This is an optimization exercise on Yosys and OpenROAD, whose aim is small area, a short achievable clock period and few clock cycles, not a production implementation. In this exercise RTL edits were held to simulation tests only and were not proved equivalent to the original.

==> flow/design.v (excerpt) <==
module EUCLIDs_GCD #(parameter N = 32)(
    input [N-1:0] a,
    input [N-1:0] b,
    input clk,
    input rst,
    input start,
    output [N-1:0] out,
    output reg done
);
==> flow/config.mk <==
export PLATFORM = sky130hd
export DESIGN_NAME = EUCLIDs_GCD
export DESIGN_NICKNAME = EUCLIDs_GCD
export VERILOG_FILES = /design/flow/design.v
export SDC_FILE = /design/flow/constraint.sdc
export NUM_CORES = 4
export LEC_CHECK = 0
export CAP_MARGIN = 20
export CORE_MARGIN = 2
export CORE_UTILIZATION = 60
export SETUP_SLACK_MARGIN = 2.7
export SLEW_MARGIN = 20
==> flow/constraint.sdc <==
create_clock -name core_clock -period 6.0 [get_ports {clk}]
set_input_delay 1.2000 -clock core_clock [delete_from_list [all_inputs] [get_ports {clk}]]
set_output_delay 1.2000 -clock core_clock [all_outputs]
set_load 0.01 [all_outputs]
standard.sh (not shown) runs the stock make flow with config.mk's settings and CLKGATE_MAP_FILE= SYNTH_SCRIPT=/design/flow/synth_recipe.tcl, a recipe that flattens the netlist after the stock synthesis.
==> flow/flow/run.sh <==
#!/bin/bash
set -euo pipefail
export BUFFER_PORTS_ARGS="-buffer_cell sky130_fd_sc_hd__buf_1"
bash standard.sh finish > standard.log 2>&1
The first run completed with no timing, DRC or antenna violations.
Testbench counts at the start, summed over its fixed seeds: cycles 40,805.
==> next run, changes <==
--- a/flow/config.mk
+++ b/flow/config.mk
@@ -8,5 +8,5 @@
 export CAP_MARGIN = 20
 export CORE_MARGIN = 2
-export CORE_UTILIZATION = 60
-export SETUP_SLACK_MARGIN = 2.7
+export CORE_UTILIZATION = 40
+export SETUP_SLACK_MARGIN = 2.5
 export SLEW_MARGIN = 20
Result: The new run passed the timing, DRC and antenna checks; via count drops by about 7%; routed wire length drops by about 6%; first-iteration DRC count drops by about 30%.
==> next run, changes <==
--- a/flow/config.mk
+++ b/flow/config.mk
@@ -8,5 +8,6 @@
 export CAP_MARGIN = 20
 export CORE_MARGIN = 2
-export CORE_UTILIZATION = 40
+export CORE_UTILIZATION = 60
+export GPL_TIMING_DRIVEN = 1
 export SETUP_SLACK_MARGIN = 2.5
 export SLEW_MARGIN = 20
What happened: Setup slack gets worse by 0.023 ns. Clock-buffer cell count came out lower by 3. Final area is lower by 1.5%. Wire length rises by 1.6%. Critical path depth rises by 2. Via count increases by 5.4%. First-iteration DRC count went up by 7.8%. Synthesized cell count does not change.
==> next run, changes <==
==> flow/run.sh (new file) <==
#!/bin/bash
# synth_recipe.tcl (not shown) runs the flow's synth.tcl, then flattens the netlist and writes it again
# the make line also repeats each setting of config.mk as NAME=value (left out here)
make -C /OpenROAD-flow-scripts/flow DESIGN_CONFIG=/design/flow/config.mk WORK_HOME=/design/flow/orfs CLKGATE_MAP_FILE= SYNTH_SCRIPT=/design/flow/synth_recipe.tcl finish
--- a/flow/config.mk
+++ b/flow/config.mk
@@ -8,6 +8,5 @@
 export CAP_MARGIN = 20
 export CORE_MARGIN = 2
-export CORE_UTILIZATION = 60
-export GPL_TIMING_DRIVEN = 1
-export SETUP_SLACK_MARGIN = 2.5
+export CORE_UTILIZATION = 40
+export SETUP_SLACK_MARGIN = 2.0
 export SLEW_MARGIN = 20
removed: flow/flow/run.sh
removed: flow/standard.sh
The changed run produced a clean layout.
Worst setup slack loses 0.30 ns.
Hold slack loses 0.0088 ns.
First-iteration DRC count goes down by about 24%.
Flip-flop and latch count stays the same.

* * *

EUCLIDs_GCD again, from the RTL that the note above started with.
Settings: LEC_CHECK=0, CAP_MARGIN=20, CORE_MARGIN=2, CORE_UTILIZATION=70, SETUP_SLACK_MARGIN=2.5, SLEW_MARGIN=20; clock period 6.0 ns.
==> flow/flow/run.sh <==
#!/bin/bash
set -euo pipefail
export BUFFER_PORTS_ARGS="-buffer_cell sky130_fd_sc_hd__buf_1"
bash standard.sh finish > standard.log 2>&1
Testbench counts at the start, summed over its fixed seeds: cycles 40,805.
Change:
--- a/flow/config.mk
+++ b/flow/config.mk
@@ -8,5 +8,5 @@
 export CAP_MARGIN = 20
 export CORE_MARGIN = 2
-export CORE_UTILIZATION = 70
-export SETUP_SLACK_MARGIN = 2.5
+export CORE_UTILIZATION = 40
+export SETUP_SLACK_MARGIN = 1.5
 export SLEW_MARGIN = 20
Result: The new run produced a clean layout. Final cell count rises by about 7%. Via count goes down by 24%. Wire length is lower by 31%. Global-route usage came out lower by 18 points. Core utilization falls by 44 points.
Change:
--- a/flow/config.mk
+++ b/flow/config.mk
@@ -9,4 +9,6 @@
 export CORE_MARGIN = 2
 export CORE_UTILIZATION = 40
-export SETUP_SLACK_MARGIN = 1.5
+export CTS_BUF_LIST = sky130_fd_sc_hd__clkbuf_8
+export CTS_CLUSTER_SIZE = 20
+export SETUP_SLACK_MARGIN = 2.5
 export SLEW_MARGIN = 20
Effect: Final area grows by 8.0%; critical path depth grows by 2; clock-buffer cell count does not change; utilization grows by 3.7 points; synthesized cell count does not change.

* * *

Starting RTL as in the previous note.
==> flow/config.mk <==
export PLATFORM = sky130hd
export DESIGN_NAME = EUCLIDs_GCD
export DESIGN_NICKNAME = EUCLIDs_GCD
export VERILOG_FILES = /design/flow/design.v
export SDC_FILE = /design/flow/constraint.sdc
export NUM_CORES = 4
export LEC_CHECK = 0
export CAP_MARGIN = 20
export CORE_MARGIN = 2
export CORE_UTILIZATION = 40
export SETUP_SLACK_MARGIN = 3.0
export SLEW_MARGIN = 20
==> flow/constraint.sdc <==
create_clock -name core_clock -period 6.0 [get_ports {clk}]
set_input_delay 1.2000 -clock core_clock [delete_from_list [all_inputs] [get_ports {clk}]]
set_output_delay 1.2000 -clock core_clock [all_outputs]
set_load 0.01 [all_outputs]
Scripts as last shown in full above: flow/flow/run.sh
Testbench counts at the start, summed over its fixed seeds: cycles 40,805.
Rerun with:
SETUP_SLACK_MARGIN = 2.0   (was 3.0)
Synthesized cell count is unchanged.
Wire length decreases by 17%.
Die area stays the same.
Area after synthesis stays the same.
Worst hold slack loses 37 ps.
Non-clock buffer count shrinks by 84.

-- what the ideal ports hide --
The results above use ideal ports. As a check the final layouts listed here were re-extracted and re-timed, cells and wires unchanged.
Step 1, drivers: a clkbuf_16 drives clk and a buf_2 each remaining input, both assumed.
Step 2 times the ports against the registers' clock, not the clock port: input delays grow and output delays shrink by t, the midpoint of the rising clock arrivals with the driver on.
Slacks: ideal / step 1 / step 2; pairs: ideal / step 1.
| run | shift t [ns] | setup WS [ns] | hold WS [ns] | cell pins on the clock port's net |
|---|---|---|---|---|
| the first run of note 1 | 0.400 | 2.519 / 2.519 / 2.519 | 0.659 / 0.650 / 0.659 | 1 |
| the second run of note 1 | 0.385 | 2.467 / 2.467 / 2.467 | 0.632 / 0.632 / 0.632 | 1 |
| the third run of note 1 | 0.401 | 2.443 / 2.443 / 2.443 | 0.635 / 0.635 / 0.635 | 1 |
| the fourth run of note 1 | 0.382 | 2.148 / 2.148 / 2.148 | 0.626 / 0.626 / 0.626 | 1 |
| the first run of note 2 | 0.410 | 2.133 / 2.133 / 2.133 | 0.672 / 0.653 / 0.714 | 1 |
| the second run of note 2 | 0.391 | 1.907 / 1.907 / 1.907 | 0.643 / 0.643 / 0.643 | 1 |
| the third run of note 2 | 0.405 | 2.489 / 2.489 / 2.489 | 0.653 / 0.642 / 0.664 | 1 |
| the first run of note 3 | 0.390 | 2.638 / 2.638 / 2.638 | 0.669 / 0.659 / 0.669 | 1 |
| the second run of note 3 | 0.379 | 2.205 / 2.205 / 2.205 | 0.632 / 0.632 / 0.632 | 1 |
After both steps setup and hold are still met in every run listed.
